This design comes from an exercise in tuning for small area on the open sky130 flow, not from production work.
Only simulation tests tie the RTL to the original design; equivalence was not proved.
Power and IR drop assume default switching activity.

## design/flow/config.mk

```make
export PLATFORM = sky130hd
export DESIGN_NAME = sauria_sa_top
export DESIGN_NICKNAME = sauria_sa_top
export VERILOG_FILES = /design/flow/design.v
export SDC_FILE = /design/flow/constraint.sdc
export NUM_CORES = 4
export LEC_CHECK = 0
export CAP_MARGIN = 20
export CORE_MARGIN = 2
export CORE_UTILIZATION = 40
export GPL_TIMING_DRIVEN = 0
export PLACE_DENSITY = 0.6
export SLEW_MARGIN = 20
export SYNTH_HIERARCHICAL = 1
```

## design/flow/constraint.sdc

```tcl
create_clock -name core_clock -period 5.5 [get_ports {i_clk}]
set_input_delay 1.1000 -clock core_clock [delete_from_list [all_inputs] [get_ports {i_clk}]]
set_output_delay 1.1000 -clock core_clock [all_outputs]
set_load 0.01 [all_outputs]
```

## design/flow/design.v

```verilog
module sa_mac (
    input  logic [7:0]  a,
    input  logic [7:0]  b,
    input  logic        kill,
    input  logic [31:0] x_n,
    output logic [31:0] y
);
logic nk;
assign nk = ~kill;
logic pp1;
logic pp2;
logic pp3;
logic pp4;
logic pp5;
logic pp6;
logic pp7;
logic pp8;
logic pp9;
logic pp10;
logic pp11;
logic pp12;
logic pp13;
logic pp14;
logic pp15;
logic pp16;
logic pp17;
logic pp18;
logic pp19;
logic pp20;
logic pp21;
logic pp22;
logic pp23;
logic pp24;
logic pp25;
logic pp26;
logic pp27;
logic pp28;
logic pp29;
logic pp30;
logic pp31;
logic pp32;
logic pp33;
logic pp34;
logic pp35;
logic pp36;
logic pp37;
logic pp38;
logic pp39;
logic pp40;
logic pp41;
logic pp42;
logic pp43;
logic pp44;
logic pp45;
logic pp46;
logic pp47;
logic pp48;
logic pp49;
logic pp50;
logic pp51;
logic pp52;
logic pp53;
logic pp54;
logic pp55;
logic pp56;
logic pp57;
logic pp58;
logic pp59;
logic pp60;
logic pp61;
logic pp62;
logic pp63;
logic pp64;
logic s65;
logic c66;
logic s67;
logic c68;
logic s69;
logic c70;
logic s71;
logic c72;
logic s73;
logic c74;
logic s75;
logic c76;
logic s77;
logic c78;
logic s79;
logic c80;
logic s81;
logic c82;
logic s83;
logic c84;
logic s85;
logic c86;
logic s87;
logic c88;
logic s89;
logic c90;
logic s91;
logic c92;
logic s93;
logic c94;
logic s95;
logic c96;
logic s97;
logic c98;
logic s99;
logic c100;
logic s101;
logic c102;
logic s103;
logic c104;
logic s105;
logic c106;
logic s107;
logic c108;
logic s109;
logic c110;
logic s111;
logic c112;
logic s113;
logic c114;
logic s115;
logic c116;
logic s117;
logic c118;
logic s119;
logic c120;
logic s121;
logic c122;
logic s123;
logic c124;
logic s125;
logic c126;
logic s127;
logic c128;
logic s129;
logic c130;
logic s131;
logic c132;
logic s133;
logic c134;
logic s135;
logic c136;
logic s137;
logic c138;
logic s139;
logic c140;
logic s141;
logic c142;
logic s143;
logic c144;
logic s145;
logic c146;
logic s147;
logic c148;
logic s149;
logic c150;
logic s151;
logic c152;
logic s153;
logic c154;
logic s155;
logic c156;
logic s157;
logic c158;
logic s159;
logic c160;
logic s161;
logic c162;
logic s163;
logic c164;
logic s165;
logic c166;
logic s167;
logic c168;
logic s169;
logic c170;
logic s171;
logic c172;
logic s173;
logic c174;
logic s175;
logic c176;
logic s177;
assign pp1 = ~(a[0] & b[0] & nk);
assign pp2 = ~(a[1] & b[0] & nk);
assign pp3 = ~(a[2] & b[0] & nk);
assign pp4 = ~(a[3] & b[0] & nk);
assign pp5 = ~(a[4] & b[0] & nk);
assign pp6 = ~(a[5] & b[0] & nk);
assign pp7 = ~(a[6] & b[0] & nk);
assign pp8 = a[7] & b[0] & nk;
assign pp9 = ~(a[0] & b[1] & nk);
assign pp10 = ~(a[1] & b[1] & nk);
assign pp11 = ~(a[2] & b[1] & nk);
assign pp12 = ~(a[3] & b[1] & nk);
assign pp13 = ~(a[4] & b[1] & nk);
assign pp14 = ~(a[5] & b[1] & nk);
assign pp15 = ~(a[6] & b[1] & nk);
assign pp16 = a[7] & b[1] & nk;
assign pp17 = ~(a[0] & b[2] & nk);
assign pp18 = ~(a[1] & b[2] & nk);
assign pp19 = ~(a[2] & b[2] & nk);
assign pp20 = ~(a[3] & b[2] & nk);
assign pp21 = ~(a[4] & b[2] & nk);
assign pp22 = ~(a[5] & b[2] & nk);
assign pp23 = ~(a[6] & b[2] & nk);
assign pp24 = a[7] & b[2] & nk;
assign pp25 = ~(a[0] & b[3] & nk);
assign pp26 = ~(a[1] & b[3] & nk);
assign pp27 = ~(a[2] & b[3] & nk);
assign pp28 = ~(a[3] & b[3] & nk);
assign pp29 = ~(a[4] & b[3] & nk);
assign pp30 = ~(a[5] & b[3] & nk);
assign pp31 = ~(a[6] & b[3] & nk);
assign pp32 = a[7] & b[3] & nk;
assign pp33 = ~(a[0] & b[4] & nk);
assign pp34 = ~(a[1] & b[4] & nk);
assign pp35 = ~(a[2] & b[4] & nk);
assign pp36 = ~(a[3] & b[4] & nk);
assign pp37 = ~(a[4] & b[4] & nk);
assign pp38 = ~(a[5] & b[4] & nk);
assign pp39 = ~(a[6] & b[4] & nk);
assign pp40 = a[7] & b[4] & nk;
assign pp41 = ~(a[0] & b[5] & nk);
assign pp42 = ~(a[1] & b[5] & nk);
assign pp43 = ~(a[2] & b[5] & nk);
assign pp44 = ~(a[3] & b[5] & nk);
assign pp45 = ~(a[4] & b[5] & nk);
assign pp46 = ~(a[5] & b[5] & nk);
assign pp47 = ~(a[6] & b[5] & nk);
assign pp48 = a[7] & b[5] & nk;
assign pp49 = ~(a[0] & b[6] & nk);
assign pp50 = ~(a[1] & b[6] & nk);
assign pp51 = ~(a[2] & b[6] & nk);
assign pp52 = ~(a[3] & b[6] & nk);
assign pp53 = ~(a[4] & b[6] & nk);
assign pp54 = ~(a[5] & b[6] & nk);
assign pp55 = ~(a[6] & b[6] & nk);
assign pp56 = a[7] & b[6] & nk;
assign pp57 = a[0] & b[7] & nk;
assign pp58 = a[1] & b[7] & nk;
assign pp59 = a[2] & b[7] & nk;
assign pp60 = a[3] & b[7] & nk;
assign pp61 = a[4] & b[7] & nk;
assign pp62 = a[5] & b[7] & nk;
assign pp63 = a[6] & b[7] & nk;
assign pp64 = ~(a[7] & b[7] & nk);
sa_hai u_s65 (.a(pp13), .b(pp20), .s(s65), .co(c66));
sa_fa u_s67 (.a(pp14), .b(pp21), .ci(pp28), .s(s67), .co(c68));
sa_hai u_s69 (.a(pp35), .b(pp42), .s(s69), .co(c70));
sa_fa u_s71 (.a(pp15), .b(pp22), .ci(pp29), .s(s71), .co(c72));
sa_fa u_s73 (.a(pp36), .b(pp43), .ci(pp50), .s(s73), .co(c74));
sa_hai u_s75 (.a(pp57), .b(pp8), .s(s75), .co(c76));
sa_ha u_s77 (.a(pp16), .b(pp23), .s(s77), .co(c78));
sa_fa u_s79 (.a(pp30), .b(pp37), .ci(pp44), .s(s79), .co(c80));
sa_fa u_s81 (.a(pp51), .b(pp58), .ci(x_n[8]), .s(s81), .co(c82));
sa_fa u_s83 (.a(pp24), .b(pp31), .ci(pp38), .s(s83), .co(c84));
sa_fa u_s85 (.a(pp45), .b(pp52), .ci(pp59), .s(s85), .co(c86));
sa_fa u_s87 (.a(pp32), .b(pp39), .ci(pp46), .s(s87), .co(c88));
sa_hai u_s89 (.a(pp11), .b(pp18), .s(s89), .co(c90));
sa_fa u_s91 (.a(pp12), .b(pp19), .ci(pp26), .s(s91), .co(c92));
sa_hai u_s93 (.a(pp33), .b(pp5), .s(s93), .co(c94));
sa_fa u_s95 (.a(pp27), .b(pp34), .ci(pp41), .s(s95), .co(c96));
sa_fa u_s97 (.a(pp6), .b(x_n[5]), .ci(s65), .s(s97), .co(c98));
sa_fa u_s99 (.a(pp49), .b(pp7), .ci(x_n[6]), .s(s99), .co(c100));
sa_fa u_s101 (.a(c66), .b(s69), .ci(s67), .s(s101), .co(c102));
sa_fa u_s103 (.a(x_n[7]), .b(c70), .ci(s75), .s(s103), .co(c104));
sa_fa u_s105 (.a(c68), .b(s71), .ci(s73), .s(s105), .co(c106));
sa_fa u_s107 (.a(c76), .b(s77), .ci(c72), .s(s107), .co(c108));
sa_fa u_s109 (.a(c74), .b(s79), .ci(s81), .s(s109), .co(c110));
sa_fa u_s111 (.a(x_n[9]), .b(c78), .ci(c80), .s(s111), .co(c112));
sa_fa u_s113 (.a(c82), .b(s83), .ci(s85), .s(s113), .co(c114));
sa_fa u_s115 (.a(pp53), .b(pp60), .ci(x_n[10]), .s(s115), .co(c116));
sa_fa u_s117 (.a(c84), .b(c86), .ci(s87), .s(s117), .co(c118));
sa_fa u_s119 (.a(pp40), .b(pp47), .ci(pp54), .s(s119), .co(c120));
sa_fa u_s121 (.a(pp61), .b(x_n[11]), .ci(c88), .s(s121), .co(c122));
sa_fa u_s123 (.a(pp48), .b(pp55), .ci(pp62), .s(s123), .co(c124));
sa_hai u_s125 (.a(pp10), .b(pp17), .s(s125), .co(c126));
sa_fa u_s127 (.a(pp25), .b(pp4), .ci(x_n[3]), .s(s127), .co(c128));
sa_fa u_s129 (.a(x_n[4]), .b(c90), .ci(s93), .s(s129), .co(c130));
sa_fa u_s131 (.a(c94), .b(c92), .ci(s95), .s(s131), .co(c132));
sa_fa u_s133 (.a(c96), .b(s99), .ci(c98), .s(s133), .co(c134));
sa_fa u_s135 (.a(c100), .b(s103), .ci(c102), .s(s135), .co(c136));
sa_fa u_s137 (.a(c104), .b(c106), .ci(s107), .s(s137), .co(c138));
sa_fa u_s139 (.a(c108), .b(c110), .ci(s111), .s(s139), .co(c140));
sa_fa u_s141 (.a(s115), .b(c112), .ci(c114), .s(s141), .co(c142));
sa_fa u_s143 (.a(c116), .b(s119), .ci(c118), .s(s143), .co(c144));
sa_fa u_s145 (.a(x_n[12]), .b(c120), .ci(s123), .s(s145), .co(c146));
sa_fa u_s147 (.a(pp56), .b(pp63), .ci(x_n[13]), .s(s147), .co(c148));
sa_hai u_s149 (.a(pp2), .b(pp9), .s(s149), .co(c150));
sa_fa u_s151 (.a(pp3), .b(x_n[2]), .ci(s125), .s(s151), .co(c152));
sa_fa u_s153 (.a(c126), .b(s89), .ci(s127), .s(s153), .co(c154));
sa_fa u_s155 (.a(c128), .b(s91), .ci(s129), .s(s155), .co(c156));
sa_fa u_s157 (.a(c130), .b(s97), .ci(s131), .s(s157), .co(c158));
sa_fa u_s159 (.a(c132), .b(s101), .ci(s133), .s(s159), .co(c160));
sa_fa u_s161 (.a(s105), .b(c134), .ci(s135), .s(s161), .co(c162));
sa_fa u_s163 (.a(s109), .b(c136), .ci(s137), .s(s163), .co(c164));
sa_fa u_s165 (.a(s113), .b(c138), .ci(s139), .s(s165), .co(c166));
sa_fa u_s167 (.a(s117), .b(c140), .ci(s141), .s(s167), .co(c168));
sa_fa u_s169 (.a(s121), .b(c142), .ci(s143), .s(s169), .co(c170));
sa_fa u_s171 (.a(c122), .b(s145), .ci(c144), .s(s171), .co(c172));
sa_fa u_s173 (.a(c124), .b(s147), .ci(c146), .s(s173), .co(c174));
sa_fa u_s175 (.a(pp64), .b(x_n[14]), .ci(c148), .s(s175), .co(c176));
assign s177 = ~x_n[15];
logic [17:0] r0, r1;
logic [15:0] g, p, t;
logic [16:0] c;
assign r0[0] = pp1;
assign r1[0] = x_n[0];
assign r0[1] = s149;
assign r1[1] = x_n[1];
assign r0[2] = c150;
assign r1[2] = s151;
assign r0[3] = c152;
assign r1[3] = s153;
assign r0[4] = c154;
assign r1[4] = s155;
assign r0[5] = c156;
assign r1[5] = s157;
assign r0[6] = c158;
assign r1[6] = s159;
assign r0[7] = c160;
assign r1[7] = s161;
assign r0[8] = c162;
assign r1[8] = s163;
assign r0[9] = c164;
assign r1[9] = s165;
assign r0[10] = c166;
assign r1[10] = s167;
assign r0[11] = c168;
assign r1[11] = s169;
assign r0[12] = c170;
assign r1[12] = s171;
assign r0[13] = c172;
assign r1[13] = s173;
assign r0[14] = c174;
assign r1[14] = s175;
assign r0[15] = c176;
assign r1[15] = s177;
assign r0[16] = x_n[15];
assign r1[16] = 1'b1;
assign r0[17] = 1'b1;
assign r1[17] = 1'b1;
assign c[0] = 1'b1;
logic [15:0] t_r;
logic ts0; sa_fa u_cpa0 (.a(r0[0]), .b(r1[0]), .ci(c[0]), .s(ts0), .co(c[1])); assign t_r[0] = ~ts0;
assign g[0] = 1'b0; assign p[0] = 1'b0;
logic ts1; sa_fa u_cpa1 (.a(r0[1]), .b(r1[1]), .ci(c[1]), .s(ts1), .co(c[2])); assign t_r[1] = ~ts1;
assign g[1] = 1'b0; assign p[1] = 1'b0;
sa_ha u_pg2 (.a(r0[2]), .b(r1[2]), .s(p[2]), .co(g[2]));
assign t_r[2] = ~(p[2] ^ c[2]);
sa_ha u_pg3 (.a(r0[3]), .b(r1[3]), .s(p[3]), .co(g[3]));
assign t_r[3] = ~(p[3] ^ c[3]);
sa_ha u_pg4 (.a(r0[4]), .b(r1[4]), .s(p[4]), .co(g[4]));
assign t_r[4] = ~(p[4] ^ c[4]);
sa_ha u_pg5 (.a(r0[5]), .b(r1[5]), .s(p[5]), .co(g[5]));
assign t_r[5] = ~(p[5] ^ c[5]);
sa_ha u_pg6 (.a(r0[6]), .b(r1[6]), .s(p[6]), .co(g[6]));
assign t_r[6] = ~(p[6] ^ c[6]);
sa_ha u_pg7 (.a(r0[7]), .b(r1[7]), .s(p[7]), .co(g[7]));
assign t_r[7] = ~(p[7] ^ c[7]);
sa_ha u_pg8 (.a(r0[8]), .b(r1[8]), .s(p[8]), .co(g[8]));
assign t_r[8] = ~(p[8] ^ c[8]);
sa_ha u_pg9 (.a(r0[9]), .b(r1[9]), .s(p[9]), .co(g[9]));
assign t_r[9] = ~(p[9] ^ c[9]);
sa_ha u_pg10 (.a(r0[10]), .b(r1[10]), .s(p[10]), .co(g[10]));
assign t_r[10] = ~(p[10] ^ c[10]);
sa_ha u_pg11 (.a(r0[11]), .b(r1[11]), .s(p[11]), .co(g[11]));
assign t_r[11] = ~(p[11] ^ c[11]);
sa_ha u_pg12 (.a(r0[12]), .b(r1[12]), .s(p[12]), .co(g[12]));
assign t_r[12] = ~(p[12] ^ c[12]);
sa_ha u_pg13 (.a(r0[13]), .b(r1[13]), .s(p[13]), .co(g[13]));
assign t_r[13] = ~(p[13] ^ c[13]);
sa_ha u_pg14 (.a(r0[14]), .b(r1[14]), .s(p[14]), .co(g[14]));
assign t_r[14] = ~(p[14] ^ c[14]);
sa_ha u_pg15 (.a(r0[15]), .b(r1[15]), .s(p[15]), .co(g[15]));
assign t_r[15] = ~(p[15] ^ c[15]);
logic gg_0_0; sa_ao21 u_gg_0_0 (.a1(p[2]), .a2(c[2]), .b1(g[2]), .x(gg_0_0));
logic gg_0_1; sa_ao21 u_gg_0_1 (.a1(p[3]), .a2(gg_0_0), .b1(g[3]), .x(gg_0_1));
logic gg_2_3; sa_ao21 u_gg_2_3 (.a1(p[5]), .a2(g[4]), .b1(g[5]), .x(gg_2_3));
logic pp_2_3; assign pp_2_3 = p[5] & p[4];
logic gg_0_2; sa_ao21 u_gg_0_2 (.a1(p[4]), .a2(gg_0_1), .b1(g[4]), .x(gg_0_2));
logic gg_0_3; sa_ao21 u_gg_0_3 (.a1(pp_2_3), .a2(gg_0_1), .b1(gg_2_3), .x(gg_0_3));
logic gg_4_5; sa_ao21 u_gg_4_5 (.a1(p[7]), .a2(g[6]), .b1(g[7]), .x(gg_4_5));
logic pp_4_5; assign pp_4_5 = p[7] & p[6];
logic gg_4_6; sa_ao21 u_gg_4_6 (.a1(p[8]), .a2(gg_4_5), .b1(g[8]), .x(gg_4_6));
logic pp_4_6; assign pp_4_6 = p[8] & pp_4_5;
logic gg_0_4; sa_ao21 u_gg_0_4 (.a1(p[6]), .a2(gg_0_3), .b1(g[6]), .x(gg_0_4));
logic gg_0_5; sa_ao21 u_gg_0_5 (.a1(pp_4_5), .a2(gg_0_3), .b1(gg_4_5), .x(gg_0_5));
logic gg_0_6; sa_ao21 u_gg_0_6 (.a1(pp_4_6), .a2(gg_0_3), .b1(gg_4_6), .x(gg_0_6));
logic gg_7_8; sa_ao21 u_gg_7_8 (.a1(p[10]), .a2(g[9]), .b1(g[10]), .x(gg_7_8));
logic pp_7_8; assign pp_7_8 = p[10] & p[9];
logic gg_9_10; sa_ao21 u_gg_9_10 (.a1(p[12]), .a2(g[11]), .b1(g[12]), .x(gg_9_10));
logic pp_9_10; assign pp_9_10 = p[12] & p[11];
logic gg_7_9; sa_ao21 u_gg_7_9 (.a1(p[11]), .a2(gg_7_8), .b1(g[11]), .x(gg_7_9));
logic pp_7_9; assign pp_7_9 = p[11] & pp_7_8;
logic gg_7_10; sa_ao21 u_gg_7_10 (.a1(pp_9_10), .a2(gg_7_8), .b1(gg_9_10), .x(gg_7_10));
logic pp_7_10; assign pp_7_10 = pp_9_10 & pp_7_8;
logic gg_11_12; sa_ao21 u_gg_11_12 (.a1(p[14]), .a2(g[13]), .b1(g[14]), .x(gg_11_12));
logic pp_11_12; assign pp_11_12 = p[14] & p[13];
logic gg_11_13; sa_ao21 u_gg_11_13 (.a1(p[15]), .a2(gg_11_12), .b1(g[15]), .x(gg_11_13));
logic pp_11_13; assign pp_11_13 = p[15] & pp_11_12;
logic gg_7_11; sa_ao21 u_gg_7_11 (.a1(p[13]), .a2(gg_7_10), .b1(g[13]), .x(gg_7_11));
logic pp_7_11; assign pp_7_11 = p[13] & pp_7_10;
logic gg_7_12; sa_ao21 u_gg_7_12 (.a1(pp_11_12), .a2(gg_7_10), .b1(gg_11_12), .x(gg_7_12));
logic pp_7_12; assign pp_7_12 = pp_11_12 & pp_7_10;
logic gg_7_13; sa_ao21 u_gg_7_13 (.a1(pp_11_13), .a2(gg_7_10), .b1(gg_11_13), .x(gg_7_13));
logic pp_7_13; assign pp_7_13 = pp_11_13 & pp_7_10;
logic gg_0_7; sa_ao21 u_gg_0_7 (.a1(p[9]), .a2(gg_0_6), .b1(g[9]), .x(gg_0_7));
logic gg_0_8; sa_ao21 u_gg_0_8 (.a1(pp_7_8), .a2(gg_0_6), .b1(gg_7_8), .x(gg_0_8));
logic gg_0_9; sa_ao21 u_gg_0_9 (.a1(pp_7_9), .a2(gg_0_6), .b1(gg_7_9), .x(gg_0_9));
logic gg_0_10; sa_ao21 u_gg_0_10 (.a1(pp_7_10), .a2(gg_0_6), .b1(gg_7_10), .x(gg_0_10));
logic gg_0_11; sa_ao21 u_gg_0_11 (.a1(pp_7_11), .a2(gg_0_6), .b1(gg_7_11), .x(gg_0_11));
logic gg_0_12; sa_ao21 u_gg_0_12 (.a1(pp_7_12), .a2(gg_0_6), .b1(gg_7_12), .x(gg_0_12));
logic gg_0_13; sa_ao21 u_gg_0_13 (.a1(pp_7_13), .a2(gg_0_6), .b1(gg_7_13), .x(gg_0_13));
assign c[3] = gg_0_0;
assign c[4] = gg_0_1;
assign c[5] = gg_0_2;
assign c[6] = gg_0_3;
assign c[7] = gg_0_4;
assign c[8] = gg_0_5;
assign c[9] = gg_0_6;
assign c[10] = gg_0_7;
assign c[11] = gg_0_8;
assign c[12] = gg_0_9;
assign c[13] = gg_0_10;
assign c[14] = gg_0_11;
assign c[15] = gg_0_12;
assign c[16] = gg_0_13;
assign t = t_r;
logic [1:0] rh;
logic inc, dec;
assign rh = r0[17:16] + r1[17:16];
assign inc = (rh == 2'd1 & ~c[16]) | (rh == 2'd0 & c[16]);
assign dec = (rh == 2'd3 & ~c[16]) | (rh == 2'd2 & c[16]);
logic [15:0] xh, an, on;
assign xh = x_n[31:16];
assign an[0] = 1'b1;
assign on[0] = 1'b1;
assign an[1] = an[0] & ~xh[0];
assign on[1] = on[0] & xh[0];
assign an[2] = an[1] & ~xh[1];
assign on[2] = on[1] & xh[1];
assign an[3] = an[2] & ~xh[2];
assign on[3] = on[2] & xh[2];
assign an[4] = an[3] & ~xh[3];
assign on[4] = on[3] & xh[3];
assign an[5] = an[4] & ~xh[4];
assign on[5] = on[4] & xh[4];
assign an[6] = an[5] & ~xh[5];
assign on[6] = on[5] & xh[5];
assign an[7] = an[6] & ~xh[6];
assign on[7] = on[6] & xh[6];
assign an[8] = an[7] & ~xh[7];
assign on[8] = on[7] & xh[7];
assign an[9] = an[8] & ~xh[8];
assign on[9] = on[8] & xh[8];
assign an[10] = an[9] & ~xh[9];
assign on[10] = on[9] & xh[9];
assign an[11] = an[10] & ~xh[10];
assign on[11] = on[10] & xh[10];
assign an[12] = an[11] & ~xh[11];
assign on[12] = on[11] & xh[11];
assign an[13] = an[12] & ~xh[12];
assign on[13] = on[12] & xh[12];
assign an[14] = an[13] & ~xh[13];
assign on[14] = on[13] & xh[13];
assign an[15] = an[14] & ~xh[14];
assign on[15] = on[14] & xh[14];
assign y[15:0] = t;
sa_hseli u_hs0 (.x(xh[0]), .an(an[0]), .on(on[0]), .inc(inc), .dec(dec), .y(y[16]));
sa_hseli u_hs1 (.x(xh[1]), .an(an[1]), .on(on[1]), .inc(inc), .dec(dec), .y(y[17]));
sa_hseli u_hs2 (.x(xh[2]), .an(an[2]), .on(on[2]), .inc(inc), .dec(dec), .y(y[18]));
sa_hseli u_hs3 (.x(xh[3]), .an(an[3]), .on(on[3]), .inc(inc), .dec(dec), .y(y[19]));
sa_hseli u_hs4 (.x(xh[4]), .an(an[4]), .on(on[4]), .inc(inc), .dec(dec), .y(y[20]));
sa_hseli u_hs5 (.x(xh[5]), .an(an[5]), .on(on[5]), .inc(inc), .dec(dec), .y(y[21]));
sa_hseli u_hs6 (.x(xh[6]), .an(an[6]), .on(on[6]), .inc(inc), .dec(dec), .y(y[22]));
sa_hseli u_hs7 (.x(xh[7]), .an(an[7]), .on(on[7]), .inc(inc), .dec(dec), .y(y[23]));
sa_hseli u_hs8 (.x(xh[8]), .an(an[8]), .on(on[8]), .inc(inc), .dec(dec), .y(y[24]));
sa_hseli u_hs9 (.x(xh[9]), .an(an[9]), .on(on[9]), .inc(inc), .dec(dec), .y(y[25]));
sa_hseli u_hs10 (.x(xh[10]), .an(an[10]), .on(on[10]), .inc(inc), .dec(dec), .y(y[26]));
sa_hseli u_hs11 (.x(xh[11]), .an(an[11]), .on(on[11]), .inc(inc), .dec(dec), .y(y[27]));
sa_hseli u_hs12 (.x(xh[12]), .an(an[12]), .on(on[12]), .inc(inc), .dec(dec), .y(y[28]));
sa_hseli u_hs13 (.x(xh[13]), .an(an[13]), .on(on[13]), .inc(inc), .dec(dec), .y(y[29]));
sa_hseli u_hs14 (.x(xh[14]), .an(an[14]), .on(on[14]), .inc(inc), .dec(dec), .y(y[30]));
sa_hseli u_hs15 (.x(xh[15]), .an(an[15]), .on(on[15]), .inc(inc), .dec(dec), .y(y[31]));
endmodule
module sa_fa (input logic a, b, ci, output logic s, co);
assign s  = a ^ b ^ ci;
assign co = (a & b) | (ci & (a ^ b));
endmodule
module sa_ha (input logic a, b, output logic s, co);
assign s  = a ^ b;
assign co = a & b;
endmodule
module sa_ao21 (input logic a1, a2, b1, output logic x);
assign x = (a1 & a2) | b1;
endmodule
module sa_hsel (input logic x, an, on, inc, dec, output logic y);
logic f;
sa_ao22 u_f (.a1(inc), .a2(an), .b1(dec), .b2(on), .x(f));
assign y = x ^ f;
endmodule
module sa_hseli (input logic x, an, on, inc, dec, output logic y);
logic f;
sa_ao22 u_f (.a1(inc), .a2(an), .b1(dec), .b2(on), .x(f));
assign y = ~(x ^ f);
endmodule
module sa_ao22 (input logic a1, a2, b1, b2, output logic x);
assign x = (a1 & a2) | (b1 & b2);
endmodule
module sa_hai (input logic a, b, output logic s, co);
sa_xnor2 u_s (.a(a), .b(b), .y(s));
sa_or2 u_co (.a(a), .b(b), .x(co));
endmodule
module sa_xnor2 (input logic a, b, output logic y);
assign y = ~(a ^ b);
endmodule
module sa_or2 (input logic a, b, output logic x);
assign x = a | b;
endmodule
module sauria_sa_top #(
    parameter X = 4,
    parameter Y = 4,
    parameter IA_W = 8,
    parameter IB_W = 8,
    parameter OC_W = 32,
    parameter TH_W = 2
)(
    input  logic                 i_clk,
    input  logic                 i_rstn,
    input  logic [Y*IA_W-1:0]    i_a,
    input  logic [X*IB_W-1:0]    i_b,
    input  logic [Y*OC_W-1:0]    i_c,
    input  logic                 i_reg_clear,
    input  logic                 i_pipeline_en,
    input  logic [X-1:0]         i_cswitch,
    input  logic                 i_cscan_en,
    input  logic [TH_W-1:0]      i_thres,
    output logic [Y*OC_W-1:0]    o_c
);
logic en, clr;
assign en  = i_pipeline_en;
assign clr = i_reg_clear;
logic ld, hd;
sa_ld_hd u_ld_hd (.en(en), .clr(clr), .ld(ld), .hd(hd));
logic [TH_W-1:0] thr_q;
always_ff @(posedge i_clk or negedge i_rstn) begin
    if (!i_rstn) thr_q <= '0;
    else         thr_q <= ({TH_W{ld}} & i_thres) | ({TH_W{hd}} & thr_q);
end
logic [Y*(X+1)*IA_W-1:0] a_w;
logic [(Y+1)*X*IB_W-1:0] b_w;
logic [Y*X-1:0]          cs_w;
logic [Y*(X+1)*OC_W-1:0] sc_w;
genvar j, i;
generate
    for (j = 0; j < Y; j++) begin : rows
        assign sc_w[((j)*(X+1)+(X))*OC_W +: OC_W] = i_c[OC_W*j +: OC_W];
        assign o_c[OC_W*j +: OC_W] = sc_w[((j)*(X+1)+(0))*OC_W +: OC_W];
        for (i = 0; i <= X; i++) begin : a_chain
            logic [IA_W-1:0] a_q, a_d;
            if (i == 0) begin : in
                assign a_d = i_a[IA_W*j +: IA_W];
            end else begin : prev
                assign a_d = a_w[((j)*(X+1)+(i-1))*IA_W +: IA_W];
            end
            always_ff @(posedge i_clk or negedge i_rstn) begin
                if (!i_rstn) a_q <= '0;
                else         a_q <= ({IA_W{ld}} & a_d) | ({IA_W{hd}} & a_q);
            end
            assign a_w[((j)*(X+1)+(i))*IA_W +: IA_W] = a_q;
        end
    end
    for (j = 0; j <= Y; j++) begin : b_rows
        for (i = 0; i < X; i++) begin : b_chain
            logic [IB_W-1:0] b_q, b_d;
            if (j == 0) begin : in
                assign b_d = i_b[IB_W*i +: IB_W];
            end else begin : prev
                assign b_d = b_w[((j-1)*X+(i))*IB_W +: IB_W];
            end
            always_ff @(posedge i_clk or negedge i_rstn) begin
                if (!i_rstn) b_q <= '0;
                else         b_q <= ({IB_W{ld}} & b_d) | ({IB_W{hd}} & b_q);
            end
            assign b_w[((j)*X+(i))*IB_W +: IB_W] = b_q;
        end
    end
    for (j = 0; j < Y; j++) begin : pe_rows
        for (i = 0; i < X; i++) begin : pe
            logic            cs_q, cs_d;
            logic            negl_q, negl_d;
            logic [IA_W-1:0] za;
            logic [IB_W-1:0] zb;
            logic            small_a, small_b;
            logic [OC_W-1:0] acc_q, sc_q, sc_in, addend_n, acc_d;
            logic            kill, x_sc, x_acc, s_acc, s_in, s_hold;
            if (j == 0) begin : in
                assign cs_d = i_cswitch[i];
            end else begin : prev
                assign cs_d = cs_w[(j-1)*X+(i)];
            end
            always_ff @(posedge i_clk or negedge i_rstn) begin
                if (!i_rstn) cs_q <= 1'b0;
                else         cs_q <= (ld & cs_d) | (hd & cs_q);
            end
            assign cs_w[(j)*X+(i)] = cs_q;
            assign za = a_w[((j)*(X+1)+(i))*IA_W +: IA_W];
            assign zb = b_w[((j)*X+(i))*IB_W +: IB_W];
            always_comb begin
                case (thr_q)
                    2'd1:    begin small_a = &za[7:1] | ~|za[7:1]; small_b = &zb[7:1] | ~|zb[7:1]; end
                    2'd2:    begin small_a = &za[7:2] | ~|za[7:2]; small_b = &zb[7:2] | ~|zb[7:2]; end
                    2'd3:    begin small_a = &za[7:3] | ~|za[7:3]; small_b = &zb[7:3] | ~|zb[7:3]; end
                    default: begin small_a = 1'b0;                 small_b = 1'b0;                 end
                endcase
            end
            assign negl_d = small_a & small_b;
            always_ff @(posedge i_clk or negedge i_rstn) begin
                if (!i_rstn) negl_q <= 1'b0;
                else         negl_q <= (ld & negl_d) | (hd & negl_q);
            end
            assign kill   = negl_q;
            sa_pe_sel u_sel (
                .en(en), .clr(clr), .cscan(i_cscan_en), .cs(cs_q),
                .x_sc(x_sc), .x_acc(x_acc), .s_acc(s_acc), .s_in(s_in), .s_hold(s_hold)
            );
            assign addend_n = ~(({OC_W{x_sc}} & sc_q) | ({OC_W{x_acc}} & acc_q));
            sa_mac mac (
                .a    (a_w[((j)*(X+1)+(i+1))*IA_W +: IA_W]),
                .b    (b_w[((j+1)*X+(i))*IB_W +: IB_W]),
                .kill (kill),
                .x_n  (addend_n),
                .y    (acc_d)
            );
            always_ff @(posedge i_clk or negedge i_rstn) begin
                if (!i_rstn) acc_q <= '0;
                else         acc_q <= ({OC_W{ld}} & acc_d) | ({OC_W{hd}} & acc_q);
            end
            assign sc_in = sc_w[((j)*(X+1)+(i+1))*OC_W +: OC_W];
            always_ff @(posedge i_clk or negedge i_rstn) begin
                if (!i_rstn) sc_q <= '0;
                else         sc_q <= ({OC_W{s_acc}} & acc_q) | ({OC_W{s_in}} & sc_in) | ({OC_W{s_hold}} & sc_q);
            end
            assign sc_w[((j)*(X+1)+(i))*OC_W +: OC_W] = sc_q;
        end
    end
endgenerate
endmodule
module sa_ld_hd (
    input  logic en,
    input  logic clr,
    output logic ld,
    output logic hd
);
assign ld = en & ~clr;
assign hd = ~en & ~clr;
endmodule
module sa_pe_sel (
    input  logic en,
    input  logic clr,
    input  logic cscan,
    input  logic cs,
    output logic x_sc,
    output logic x_acc,
    output logic s_acc,
    output logic s_in,
    output logic s_hold
);
logic swap;
assign swap   = en & cs;
assign x_sc   = cs;
assign x_acc  = ~cs;
assign s_acc  = swap & ~clr;
assign s_in   = ~swap & en & cscan & ~clr;
assign s_hold = ~swap & ~(en & cscan) & ~clr;
endmodule
```

## design/flow/flow/run.sh

```bash
#!/bin/bash
set -euo pipefail
export BUFFER_PORTS_ARGS="-buffer_cell sky130_fd_sc_hd__buf_1"
export CTS_ARGS="-sink_clustering_enable -repair_clock_nets -dont_use_dummy_load -buf_list sky130_fd_sc_hd__clkbuf_8 -sink_clustering_size 12 -sink_clustering_max_diameter 80"
bash standard.sh > standard.log 2>&1
```

## design/flow/standard.sh

```bash
#!/bin/bash
# synth_recipe.tcl (not shown) runs the flow's synth.tcl, then flattens the netlist and writes it again
# the make line also repeats each setting of config.mk as NAME=value (left out here)
make -C /OpenROAD-flow-scripts/flow DESIGN_CONFIG=/design/flow/config.mk WORK_HOME=/design/flow/orfs CLKGATE_MAP_FILE= SYNTH_SCRIPT=/design/flow/synth_recipe.tcl "${@:-finish}"
```

==> metrics.md, run 1 <==
| Metric | Value |
|---|---|
| Placed cells | `between 10000 and 15000` |
| Top Family by Delay on Critical Path | `adder cells` |
| Final #Nets | `11200` |
| Crit path DAT | `6.13 ns` |
| DR DRC count | `0` |
| Max clock buf depth | `3` |
| Minimum clock period | `roughly 5.4 ns` |
| Final setup fails | `0` |
| CP max stage delay | `approximately 0.63 ns` |
| Final slew viol count | `0` |
| Met1 GRT Util | `34.0%` |
| Peak supply drop | `275 uV` |
| Synthesized area | `between 0.09 and 0.1 mm2` |
| Critical Path Fanout Max | `16` |
| CTS clk-pin slew, worst paths | `0.09 ns` |
| Ports | `331` |
| Critical Path Sink Type | `flop` |
| Synth area leader | `dfrtp_1` |
| Largest net degree at the start of global routing | `35` |
| Num CTS Buffers | `140` |
| Synth Warn # | `7` |
| Final hold violations | `0` |
| Static Leak | `0.0480 uW` |
| DRT Wirelength | `321000 um` |
| Area Growth Syn to Fin | `8.80%` |
| Area of the core | `0.246 mm2` |
| Fin area | `roughly 0.11 mm2` |
| Final hold slack | `0.211 ns` |
| DRT antenna net count | `0` |
| Initial Util | `roughly 40%` |
| Crit share post-route | `97.3%` |
| Hpwl dp | `253000 um` |
| CP Launch Type | `flop` |
| Clock latency (worst-skew pair) | `0.96 ns` |
| Slowest cell on the critical path | `nor2b_1` |
| Worst Tran Pin Value | `around 1.2 ns` |
| Power per cell area | `approximately 300 mW/mm2` |
| WP buf/inv | `0` |
| Hold Path Class | `primary input to asynchronous set/reset pin` |
| Max-cap violation count | `0` |
| Final Skew | `0.0967 ns` |
| Row Count | `182` |
| GRT Resource Usage Total | `25.1%` |
| Relative slew margins | `18.0%` |
| Most frequent cells in the layout | `1368 x dfrtp_1, 1106 x a22o_1, 881 x nand2_1, 800 x fa_1, 705 x inv_1` |
| Die area | `0.252 mm2` |
| Top post-synthesis cells by area | `dfrtp_1 35%, fa_1 16%, a22o_1 9.8%` |
| Sequential share of the synthesized area | `between 30% and 40%` |
| Die width | `502 um` |
| Top_reg_cell synth | `dfrtp_1` |
| DR iter-0 viols | `8809` |
| Initial antenna violation count | `11` |
| Met3 usage | `4.54%` |
| 1st-pass router iterations | `13` |
| Chip height | `between 500 and 600 um` |
| Vias post-DR | `79900` |
| Cell Chain, Critical Path | `nor2b_1 -> and2_1 -> fa_1 -> fa_1 -> fa_1 -> fa_1 -> ha_1 -> a21o_1 -> a21o_1 -> a21o_1 -> a21o_1 -> and2_2 -> a22o_1 -> xnor2_1 -> a22o_1` |
| RSZ-0062 raised after global routing | `yes` |
| Root buffer cell | `clkbuf_8` |
| GR Util met2 | `39.9%` |
| Flops & latches, synth | `1378` |
| Share of the synthesized area in the top cell type | `34.7%` |
| Vias in the first global route | `just over 80000` |
| Synthesized instance count | `roughly 9500` |
| PortBufs | `330` |
| Synth unique cells | `51` |
| CP Data Required Time | `between 6 and 7 ns` |
| Post-synth ARST share | `100%` |
| Placed cell area | `0.106 mm2` |
| # H-tree levels | `4` |
| Hold buffer count at CTS | `0` |
| Commonest non-fill, non-tap cell in the layout | `dfrtp_1` |
| CTS Sinks | `~1400` |
| GRT Max-Usage Layer | `met2` |
| GRT overflow | `0` |
| Crit Path Class | `flop to flop` |
| First-pass GRT wire length | `494000 um` |
| Layout cells sized above 1 | `under 10%` |
| CTS tree | `built` |
| Synth Area per Inst | `10.5 um2` |
| GPL Wtd Cong | `about 0.9` |
| DR vias/cell | `6.01` |
| EDFF count, synth | `0` |
| Layout Cells excl Fill | `13300` |
| Routed wire per std cell | `24.1 um` |
| Status | `finished clean` |
| Fmax | `187 MHz` |
-- Yosys stat by module (local to each module, per instance), excerpt --
module | cells inside | area [um2]
sa_mac | 165 | 865
sa_ao22 | 1 | 8.76
sauria_sa_top | 4526 | 56400
sa_fa | 1 | 20.0
sa_hseli | 1 | 8.76
sa_pe_sel | 6 | 47.5
sa_xnor2 | 1 | 8.76
sa_ld_hd | 2 | 17.5
sa_or2 | 1 | 6.26
sa_ao21 | 1 | 7.51
sa_ha | 1 | 12.5
-- routing by layer --
layer | part of all wire, % | vias to the layer above
li1 | - | 35300
met1 | 42 | 41300
met2 | 46 | 2850
met3 | 7.3 | 454
met4 | 4.4 | 14
met5 | 0.027 | -
-- cell type report --
cell class                      count  area, um2
Buffer                            659       2660
Sequential cell                  1378      34500
Tap cell                         3312       4140
Clock buffer                      140       1930
Multi-Input combinational cell   6721      59700
Antenna cell                        4       10.0
Timing Repair Buffer              387       2410
Fill cell                       23600     138000
Inverter                          706       2650
-- registers in the layout (all words and copies together) (netlist names) --
name,flops
rows.a_chain.a_q,160
pe_rows.pe.sc_q,512
pe_rows.pe.acc_q,512
b_rows.b_chain.b_q,160
pe_rows.pe.cs_q,16
pe_rows.pe.negl_q,16
thr_q,2
-- cells by family (layout without fill, tap and decap cells) --
family / after synthesis / in the layout / synth area share (%)
compound gates: 2705 / 2705 / 23.0
simple gates: 2336 / 2336 / 12.4
buf+inv: 1389 / 1892 / 5.41
flops: 1378 / 1378 / 34.7
fa+ha+maj: 1040 / 1040 / 19.2
xor+xnor: 592 / 592 / 5.22
other cells: 16 / 52 / 0.0605
-- cells in the mapped netlist, types with 19 or more instances --
master,n
nor2b_1,130
or2_1,112
nor2_1,251
ha_1,240
dfrtp_1,1378
xnor2_1,592
buf_1,130
a222oi_1,512
a21oi_1,44
inv_1,705
clkbuf_1,463
and2_1,368
or4_1,32
and3_1,144
a21o_1,416
nand4_1,64
a22o_1,1106
o21ai_0,19
a22oi_1,512
fa_1,800
nor4_1,64
nand2_1,881
buf_2,73
nor3_1,96
-- power by group --
| group | switching [uW] | internal [uW] |
|---|---|---|
| clock network | 3620 | 2270 |
| logic | 7900 | 6970 |
| registers | 953 | 11100 |
-- path summary, 6_finish.rpt --
path	startpoint	end	slack, ns	cells after the start
hold reg to reg	pe_rows[0].pe[1].acc_q[8]	pe_rows[0].pe[1].sc_q[8]	0.46	2
hold / removal	i_rstn	pe_rows[3].pe[3].acc_q[16]	0.21	1
setup reg to reg	pe_rows[3].pe[3].negl_q	pe_rows[3].pe[3].acc_q[30]	0.15	15
min in group core_clock	i_c[15]	pe_rows[0].pe[3].sc_q[15]	0.35	3
setup / recovery	pe_rows[3].pe[3].negl_q	pe_rows[3].pe[3].acc_q[30]	0.15	15
max in group asynchronous	i_rstn	pe_rows[1].pe[0].sc_q[0]	2.58	11
-- stage by stage --
step | power, uW | setup WS, ns | utilization, % | setup TNS [ns]
finish | 32800 | 0.148 | 43.8 | 0
global route | 34900 | -0.00916 | 43.8 | -0.00916
CTS | 32800 | 0.00316 | 43.8 | 0
detailed placement | 26700 | -0.695 | 43.0 | -110.82
global placement | 26400 | -70.96 | 42.5 | -
floorplan | 23600 | 0.612 | - | 0
-- worst reg2reg max path, cell delays in order (launching register included) --
cell and delay (ns):
dfrtp_1 0.51, nor2b_1 0.63, and2_1 0.26, fa_1 0.42, fa_1 0.42, fa_1 0.50
fa_1 0.42, ha_1 0.33, a21o_1 0.23, a21o_1 0.20, a21o_1 0.17, a21o_1 0.19
and2_2 0.31, a22o_1 0.25, xnor2_1 0.15, a22o_1 0.22
-- what timing repair did --
item	CTS	global route
gates resized for setup	47	53
pin swaps	0	0
hold endpoints to repair	0	0
setup buffers	0	0
endpoints found under the setup margin	256	256
==> run 2, diff against run 1 <==
--- a/design/flow/design.v
+++ b/design/flow/design.v
@@ -626,6 +626,5 @@
             end
-            assign kill   = negl_q;
             sa_pe_sel u_sel (
-                .en(en), .clr(clr), .cscan(i_cscan_en), .cs(cs_q),
-                .x_sc(x_sc), .x_acc(x_acc), .s_acc(s_acc), .s_in(s_in), .s_hold(s_hold)
+                .en(en), .clr(clr), .cscan(i_cscan_en), .cs(cs_q), .negl(negl_q),
+                .kill(kill), .x_sc(x_sc), .x_acc(x_acc), .s_acc(s_acc), .s_in(s_in), .s_hold(s_hold)
             );
@@ -641,3 +640,3 @@
                 if (!i_rstn) acc_q <= '0;
-                else         acc_q <= ({OC_W{ld}} & acc_d) | ({OC_W{hd}} & acc_q);
+                else         acc_q <= acc_d;
             end
@@ -667,2 +666,4 @@
     input  logic cs,
+    input  logic negl,
+    output logic kill,
     output logic x_sc,
@@ -675,4 +676,5 @@
 assign swap   = en & cs;
-assign x_sc   = cs;
-assign x_acc  = ~cs;
+assign kill   = negl | ~en | clr;
+assign x_sc   = swap & ~clr;
+assign x_acc  = ~swap & ~clr;
 assign s_acc  = swap & ~clr;
--- a/design/flow/config.mk
+++ b/design/flow/config.mk
@@ -10,3 +10,2 @@
 export CORE_UTILIZATION = 40
-export GPL_TIMING_DRIVEN = 0
 export PLACE_DENSITY = 0.6
==> run 2 against run 1 <==
Worst setup slack lost 0.0055 ns. Largest power group unchanged. Critical path depth up 2. Count of clock-buffer cells in the layout increased by 3.
==> metrics.md, run 2 <==
| Metric | Value |
|---|---|
| Hold Path Class | `primary input to flop` |
| Synthesized area | `0.0944 mm2 (-4.9%)` |
| Layout Utilization | `45.8% (+1.9 points)` |
| # H-tree levels | `4 (unchanged)` |
| Area Growth Syn to Fin | `13.9%` |
| Peak supply drop | `304 uV (+10%)` |
| Crit Path Class | `primary input to flop` |
| Post-synth ARST share | `100% (unchanged)` |
| Met1 wire length | `120000 um (-11%)` |
| PnR worst setup slack | `0.143 ns (-0.00554 ns)` |
| Max clock buf depth | `3 (unchanged)` |
| Commonest cells post-synth | `1378 x dfrtp_1, 881 x nand2_1, 800 x fa_1` |
| Vias in the first global route | `76000 (-5.7%)` |
| Static Leak | `0.0490 uW (+2.1%)` |
| Synth unique cells | `51 (unchanged)` |
| Initial antenna violation count | `13 (+2)` |
| DR DRC count | `0 (unchanged)` |
| 1st-pass router iterations | `13 (unchanged)` |
| Final #Nets | `11000 (-2.2%)` |
| Crit share post-route | `97.4% (+0.10 points)` |
| R2R setup slack | `0.34 ns (+0.19 ns)` |
| Top Registers | `pe_rows.pe.acc_q: 512 flops, pe_rows.pe.sc_q: 512 flops` |
| FF/Latch Area | `0.0345 mm2 (about the same)` |
| Worst Tran Pin Value | `1.08 ns (-0.145 ns)` |
| Ports | `331 (unchanged)` |
| Critical Path Sink Type | `flop` |
| Commonest non-fill, non-tap cell in the layout | `dfrtp_1` |
| Layout Cells excl Fill | `12900 (-3.0%)` |
| DR vias/cell | `5.72 (-4.7%)` |
| Most frequent cells in the layout | `1376 x dfrtp_1, 935 x buf_4, 881 x nand2_1, 800 x fa_1, 688 x inv_1` |
| Largest net degree at the start of global routing | `179 (+410%)` |
| Area of the core | `0.235 mm2 (-4.6%)` |
| Sequential share of the synthesized area | `36.5% (+1.8 points)` |
| GRT Resource Usage Total | `23.5% (-1.7 points)` |
| GPL Wtd Cong | `0.900 (+0.18%)` |
| Top post-synthesis cells by area | `dfrtp_1 37%, fa_1 17%, a22o_1 5.5%` |
| Status | `finished clean` |
| Layout cells sized above 1 | `13.9% (+8.6 points)` |
| Max Used Layer | `met4` |
| Fmax | `187 MHz (-0.10%)` |
| Flops & latches, synth | `1378 (unchanged)` |
| Die area | `0.240 mm2 (-4.9%)` |
| EDFF count, synth | `0 (unchanged)` |
| Vias post-DR | `73900 (-7.6%)` |
| Top_reg_cell synth | `dfrtp_1` |
| DR WL met3 | `17700 um (-25%)` |
| Synthesized instance count | `8847 (-6.4%)` |
| Fill cell count | `21800 (-7.5%)` |
| DRT antenna net count | `0 (unchanged)` |
| Place WS | `-0.738 ns (-0.0433 ns)` |
| Routed wire per std cell | `21.8 um (-9.6%)` |
| Synth area leader | `dfrtp_1` |
| Critical Path Fanout Max | `16 (unchanged)` |
| Minimum clock period | `5.36 ns (+0.00554 ns)` |
| Post-CTS Setup Bufs | `0 (unchanged)` |
| Relative slew margins | `27.5% (+9.5 points)` |
| CTS clk-pin slew, worst paths | `0.09 ns (about the same)` |
| CP Data Required Time | `6.28 ns (about the same)` |
| Final setup fails | `0 (unchanged)` |
| Worst Reg-to-Reg Cells | `16 (+1)` |
| Row Count | `178 (-2.2%)` |
| RR Startpoint | `pe_rows[2].pe[3].negl_q` |
| CP Launch Type | `primary input` |
| Final Skew | `0.0874 ns (-0.00925 ns)` |
| DRT Wirelength | `282000 um (-12%)` |
| Crit. Startpoint | `i_reg_clear` |
| Die width | `490 um (-2.5%)` |
| CTS Sinks | `1378 (unchanged)` |
| DR iter-0 viols | `8228 (-6.6%)` |
| Most numerous cell in the Yosys netlist | `dfrtp_1` |
| Num CTS Buffers | `143 (+2.1%)` |
| Initial Util | `40.2% (-0.11 points)` |
| Clock latency (worst-skew pair) | `0.95 ns (about the same)` |
| Max-cap violation count | `0 (unchanged)` |
| Share of the synthesized area in the top cell type | `36.5% (+1.8 points)` |
| Final hold violations | `0 (unchanged)` |
| CTS tree | `built` |
| Hpwl dp | `213000 um (-16%)` |
| PortBufs | `330 (unchanged)` |
| RSZ-0062 raised after global routing | `no` |
| Power per cell area | `289 mW/mm2 (-4.8%)` |
| First-pass GRT wire length | `443000 um (-10%)` |
| Synth Warn # | `7 (unchanged)` |
| Metal2 WL | `135000 um (-9.1%)` |
| Placed cells | `12800 (-3.3%)` |
| Crit path DAT | `6.13 ns (about the same)` |
| Area of the multi-input gates | `0.0557 mm2 (-6.6%)` |
| Final slew viol count | `0 (unchanged)` |
| GRT overflow | `0 (unchanged)` |
| Root buffer cell | `clkbuf_8` |
| Chip height | `490 um (-2.5%)` |
| Synth Area per Inst | `10.7 um2 (+1.6%)` |
| Worst R2R End | `pe_rows[2].pe[3].acc_q[30]` |
| Worst Setup EP | `pe_rows[1].pe[1].acc_q[24]` |
| Worst hold stages | `3` |
-- run 2: worst min path at each step --
stage                               startpoint                        end
floorplan            rows[0].a_chain[4].a_q[0]  rows[0].a_chain[4].a_q[0]
global placement    pe_rows[3].pe[1].acc_q[15]  pe_rows[3].pe[1].sc_q[15]
detailed placement   pe_rows[3].pe[0].acc_q[2]   pe_rows[3].pe[0].sc_q[2]
CTS                                    i_c[87]  pe_rows[2].pe[3].sc_q[23]
global route                           i_c[87]  pe_rows[2].pe[3].sc_q[23]
finish                                 i_c[87]  pe_rows[2].pe[3].sc_q[23]
-- run 2: cells by family (layout without fill, tap and decap cells) --
group,count (synthesis),count (layout),share of synthesized area [%]
AO/OA/AOI/OAI,2210,2210,19.5
XOR/XNOR,592,592,5.49
adder cells (fa/ha/maj),1040,1040,20.1
buffers and inverters,1259,2124,5.12
flip-flops,1378,1378,36.5
other,16,58,0.0636
AND/OR/NAND/NOR,2352,2352,13.1
-- run 2: report_power, final --
| part | total (uW) | switching [uW] | internal (uW) |
|---|---|---|---|
| registers | 12400 | 886 | 11500 |
| logic | 12700 | 6470 | 6240 |
| clock network | 5970 | 3650 | 2310 |
-- run 2: cell type report --
cell class	instances	share of cell area [%]
multi-input combinational	6242	51.8
sequential	1378	32.1
timing repair buffer	1291	8.17
tap	3150	3.66
inverter	690	2.41
clock buffer	143	1.83
antenna	10	0.0233
-- run 2: timing repair --
action,in CTS,in global routing
gates resized for setup,0,1
endpoints found under the setup margin,0,1
hold buffers,0,0
-- run 2: metrics by stage --
| stage | hold slack (ns) | power [uW] | area [um2] | TNS [ns] |
|---|---|---|---|---|
| after CTS | 0.243 | 31300 | 108000 | 0 |
| after floorplan | 0.455 | 21200 | 94800 | 0 |
| after detailed placement | 0.469 | 25200 | 106000 | -189.18 |
| after global placement | 0.462 | 24900 | 106000 | -169.16 |
| final | 0.363 | 31100 | 108000 | 0 |
| after global routing | 0.315 | 33100 | 108000 | 0 |
-- run 2: per-layer routing --
metal  GRT usage (%)  up-vias
li1                -    33300
met1            31.6    37900
met2            38.6     2178
met3            3.89      374
met4            7.41        0
met5               0        -
-- run 2: critical path: stages --
cell	delay, ns
clkbuf_4	0.24
buf_4	0.23
or3b_4	0.45
nor2b_1	0.33
nand2_1	0.14
fa_1	0.53
fa_1	0.43
fa_1	0.52
fa_1	0.42
ha_1	0.30
a21o_1	0.20
a21o_1	0.17
a21o_1	0.15
a21o_1	0.19
and2_2	0.32
a22o_1	0.26
xnor2_1	0.13
-- run 2: Yosys stat by module (local to each module, per instance), a selection --
module / flops+latches / copies in the design
sa_or2: 0 / 112
sa_ao21: 0 / 416
sa_ld_hd: 0 / 1
sa_hseli: 0 / 256
sa_mac: 0 / 16
sauria_sa_top: 1378 / 1
sa_ha: 0 / 240
==> run 3, diff against run 2 <==
--- a/design/flow/config.mk
+++ b/design/flow/config.mk
@@ -7,7 +7,9 @@
 export LEC_CHECK = 0
-export CAP_MARGIN = 20
+export CAP_MARGIN = 10
 export CORE_MARGIN = 2
-export CORE_UTILIZATION = 40
-export PLACE_DENSITY = 0.6
-export SLEW_MARGIN = 20
+export CORE_UTILIZATION = 55
+export GPL_TIMING_DRIVEN = 0
+export PLACE_DENSITY = 0.72
+export SETUP_SLACK_MARGIN = 0.12
+export SLEW_MARGIN = 10
 export SYNTH_HIERARCHICAL = 1
==> run 3 against run 2 <==
Worst setup slack worse by 0.0054 ns. Final cell count fell by 9.1%. Wire length is 1.3% lower. Clock power decreased by 4.5%. Sequential power hardly changed. Design area down 2.6%. Maximum frequency down 0.10%. Still clean on timing, DRC and antenna. Sequential cell count unchanged. Critical path type unchanged. Clock skew grew 0.020 ns.
==> metrics.md, run 3 <==
| Metric | Value |
|---|---|
| Status | `finished clean` |
| GRT overflow | `0 (unchanged)` |
| Layout Cells excl Fill | `11700 (-9.1%)` |
| DRT Wirelength | `278000 um (-1.3%)` |
| Routed wire per std cell | `23.7 um (+8.5%)` |
| Hpwl dp | `210000 um (-1.5%)` |
| Crit path DAT | `6.16 ns (+0.03 ns)` |
| Max-cap violation count | `0 (unchanged)` |
| Synth Warn # | `7 (unchanged)` |
| Worst Reg-to-Reg Cells | `15 (-1)` |
| RSZ-0062 raised after global routing | `yes` |
| Place WS | `-1.62 ns (-0.877 ns)` |
| Static Leak | `0.0467 uW (-4.7%)` |
| Sequential share of the synthesized area | `36.5% (unchanged)` |
| Final setup fails | `0 (unchanged)` |
| Final hold violations | `0 (unchanged)` |
| Largest net degree at the start of global routing | `39 (-78%)` |
| # H-tree levels | `4 (unchanged)` |
| Peak supply drop | `276 uV (-9.0%)` |
| Vias post-DR | `75100 (+1.7%)` |
| Synth area leader | `dfrtp_1` |
| GRT Resource Usage Total | `31.1% (+7.6 points)` |
| Top_reg_cell synth | `dfrtp_1` |
| Placed cells | `11500 (-9.9%)` |
| Synthesized area | `0.0944 mm2 (unchanged)` |
| Critical Path Sink Type | `flop` |
| Minimum clock period | `5.36 ns (+0.00541 ns)` |
| Num CTS Buffers | `136 (-4.9%)` |
| Hold Path Class | `primary input to asynchronous set/reset pin` |
| R2R setup slack | `0.26 ns (-0.08 ns)` |
| First-pass GRT wire length | `427000 um (-3.5%)` |
| Vias in the first global route | `75200 (-1.1%)` |
| Area of the core | `0.171 mm2 (-27%)` |
| Chip height | `418 um (-15%)` |
| 1st-pass router iterations | `11 (-2)` |
| DRT antenna net count | `0 (unchanged)` |
| Crit Path Class | `primary input to flop` |
| Final #Nets | `10700 (-2.3%)` |
| EDFF count, synth | `0 (unchanged)` |
| Top Registers | `pe_rows.pe.acc_q: 512 flops, pe_rows.pe.sc_q: 512 flops` |
| CTS tree | `built` |
| Power per cell area | `292 mW/mm2 (+1.1%)` |
| Final Power | `30600 uW (-1.6%)` |
| Layout cells sized above 1 | `9.12% (-4.8 points)` |
| Ports | `331 (unchanged)` |
| Root buffer cell | `clkbuf_8` |
| CP Data Required Time | `6.30 ns (+0.02 ns)` |
| Final slew viol count | `0 (unchanged)` |
| PnR worst setup slack | `0.138 ns (-0.00541 ns)` |
| Initial Util | `55.2% (+15 points)` |
| Top post-synthesis cells by area | `dfrtp_1 37%, fa_1 17%, a22o_1 5.5%` |
| Worst R2R End | `pe_rows[0].pe[2].acc_q[24]` |
| Area Growth Syn to Fin | `10.9%` |
| Slowest cell on the critical path | `or3b_4` |
| Fill cell count | `13900 (-36%)` |
| Row Count | `152 (-15%)` |
| Fin area | `0.105 mm2 (-2.6%)` |
| Commonest cells post-synth | `1378 x dfrtp_1, 881 x nand2_1, 800 x fa_1` |
| Crit share post-route | `97.5% (+0.098 points)` |
| DR vias/cell | `6.40 (+12%)` |
| Critical Path Fanout Max | `8 (-8)` |
| Die area | `0.175 mm2 (-27%)` |
| Most numerous cell in the Yosys netlist | `dfrtp_1` |
| RR Startpoint | `pe_rows[0].pe[2].cs_q` |
| Synth Area per Inst | `10.7 um2 (unchanged)` |
| CP max stage delay | `0.50 ns (-0.03 ns)` |
| Commonest non-fill, non-tap cell in the layout | `dfrtp_1` |
| Fmax | `186 MHz (-0.10%)` |
| Die width | `418 um (-15%)` |
| PortBufs | `330 (unchanged)` |
| Post-synth ARST share | `100% (unchanged)` |
| Clock latency (worst-skew pair) | `0.96 ns (about the same)` |
| CTS clk-pin slew, worst paths | `0.09 ns (about the same)` |
| Final Skew | `0.107 ns (+0.0196 ns)` |
| DR DRC count | `0 (unchanged)` |
| Max clock buf depth | `3 (unchanged)` |
| DR iter-0 viols | `8761 (+6.5%)` |
| Synth unique cells | `51 (unchanged)` |
| Worst Tran Pin Value | `1.07 ns (-0.0145 ns)` |
| Layout Utilization | `61.2% (+15 points)` |
| Initial antenna violation count | `7 (-6)` |
| Share of the synthesized area in the top cell type | `36.5% (unchanged)` |
| GPL Wtd Cong | `0.941 (+4.5%)` |
| Flops & latches, synth | `1378 (unchanged)` |
| CP Launch Type | `primary input` |
| Placed cell area | `0.100 mm2 (-4.9%)` |
| Cell Chain, Critical Path | `buf_16 -> buf_16 -> buf_16 -> or3b_4 -> buf_12 -> nor2b_4 -> buf_8 -> and2_1 -> fa_2 -> fa_2 -> fa_1 -> fa_1 -> ha_4 -> a21o_1 -> a21o_1 -> a21o_1 -> a21o_4 -> nor2_4 -> buf_12 -> a22o_1 -> xnor2_2` |
| Relative slew margins | `28.7% (+1.1 points)` |
| Synthesized instance count | `8847 (unchanged)` |
| Most frequent cells in the layout | `1374 x dfrtp_1, 879 x nand2_1, 742 x fa_1, 688 x inv_1, 593 x a22o_1` |
| CTS Sinks | `1378 (unchanged)` |
-- run 3: cell counts after synthesis --
No cell type changed its count.
-- run 3: modules after synthesis (local to each module, per instance), a selection --
module         flops+latches  copies in the design  area (um2)
sa_fa                      0                   800        20.0
sa_or2                     0                   112        6.26
sa_ao21                    0                   416        7.51
sauria_sa_top           1378                     1       51400
sa_ha                      0                   240        12.5
sa_hseli                   0                   256        8.76
sa_mac                     0                    16         865
sa_pe_sel                  0                    16        52.6
-- run 3: worst max-delay path: cells and delay by family --
kind | cells | cell delay [ns]
adders and majority gates | 5 | 2.04
and+or+nand+nor | 4 | 0.97
xor gates and xnor gates | 1 | 0.09
buffers and inverters | 6 | 0.95
AOI/OAI and AO/OA | 5 | 0.97
-- run 3: layout make-up --
class	count	area (um2)	share of cell area [%]
multi-input combinational	6253	56700	54.2
sequential	1378	34500	32.9
clock buffer	136	1870	1.79
buffer	553	2600	2.48
tap	2233	2790	2.67
timing repair buffer	485	3600	3.44
antenna	5	12.5	0.0120
inverter	690	2590	2.47
-- run 3: cells by family (layout without fill, tap and decap cells) --
| family | after synthesis | in the layout | share of synthesized area [%] |
|---|---|---|---|
| flops | 1378 | 1378 | 36.5 |
| buf+inv | 1259 | 1864 | 5.12 |
| compound gates | 2210 | 2210 | 19.5 |
| xor+xnor | 592 | 592 | 5.49 |
| simple gates | 2352 | 2363 | 13.1 |
| fa+ha+maj | 1040 | 1040 | 20.1 |
| other cells | 16 | 53 | 0.0636 |
-- run 3: what timing repair did --
item	CTS	global route
endpoints found under the setup margin	293	256
hold buffers	0	0
pin swaps	17	74
resized for setup	90	353
buffers inserted	22	73
gates cloned	7	15
-- run 3: per-layer routing --
layer  up-vias  track usage (%)  wire (um)
met4         2             14.2      13600
met3       549             5.29      22600
met1     38400             41.9     112000
li1      32800                -          -
met2      3280             49.4     130000
met5         -                0         11
-- run 3: through the flow --
| step | TNS (ns) | hold slack [ns] |
|---|---|---|
| after CTS | 0 | 0.159 |
| after global placement | - | 0.463 |
| after detailed placement | -473.36 | 0.469 |
| after global routing | 0 | 0.272 |
| after floorplan | 0 | 0.455 |
| final | 0 | 0.211 |
-- run 3: worst max-delay path by stage --
| stage | startpoint | end | slack, ns | depth (start not counted) |
|---|---|---|---|---|
| 2_1_floorplan | i_reg_clear | pe_rows[0].pe[0].acc_q[16] | 0.12 | 16 |
| 3_3_place_gp | i_rstn | pe_rows[1].pe[0].acc_q[24] | -69.34 | 1 |
| 3_5_place_dp | i_pipeline_en | pe_rows[2].pe[0].acc_q[20] | -1.62 | 19 |
| 4_1_cts | i_reg_clear | pe_rows[2].pe[0].acc_q[20] | 0.1 | 19 |
| 5_1_grt | i_reg_clear | pe_rows[1].pe[3].acc_q[22] | 0.10 | 19 |
| 6_report | i_reg_clear | pe_rows[2].pe[0].acc_q[20] | 0.14 | 21 |
-- run 3: where the power goes --
group	leakage [uW]	internal (uW)	total, uW	switching (uW)
Clock	0.000978	2200	5700	3500
Sequential	0.0187	11500	12400	857
Combinational	0.0271	5950	12500	6570
Total	0.0467	19700	30600	10900

afterwards: timing with drivers on the ports:
Ports are ideal in the flow. The routed layouts listed here were re-timed in OpenROAD. Step 1 (the two cells are an assumption about what drives the block):
set clk [get_ports {i_clk}]
set_driving_cell -lib_cell sky130_fd_sc_hd__clkbuf_16 $clk
set_driving_cell -lib_cell sky130_fd_sc_hd__buf_2 [delete_from_list [all_inputs] $clk]
Step 2, shift: input delay + t, output delay - t, t = (earliest + latest rising clock arrival at the registers) / 2. This alone moves slack from input paths to output paths. Slacks: no drivers / after step 1 / after step 2; pairs: no drivers / after step 1.
run | t (ns) | setup WS [ns] | worst hold slack (ns) | worst setup path at the end
run 1 | 1.005 | 0.148 / 0.148 / 0.148 | 0.211 / 0.152 / 0.458 | register to register
run 2 | 0.996 | 0.143 / 0.105 / -0.892 | 0.363 / 0.305 / 0.450 | input to register
run 3 | 0.988 | 0.138 / 0.033 / -0.955 | 0.211 / 0.153 / 0.444 | input to register
Met with ideal ports but missed after step 2: setup timing in run 2 and run 3. The setup slack of run 3, which loses most, moves by -0.105 ns with the drivers and by -1.093 ns with both steps.
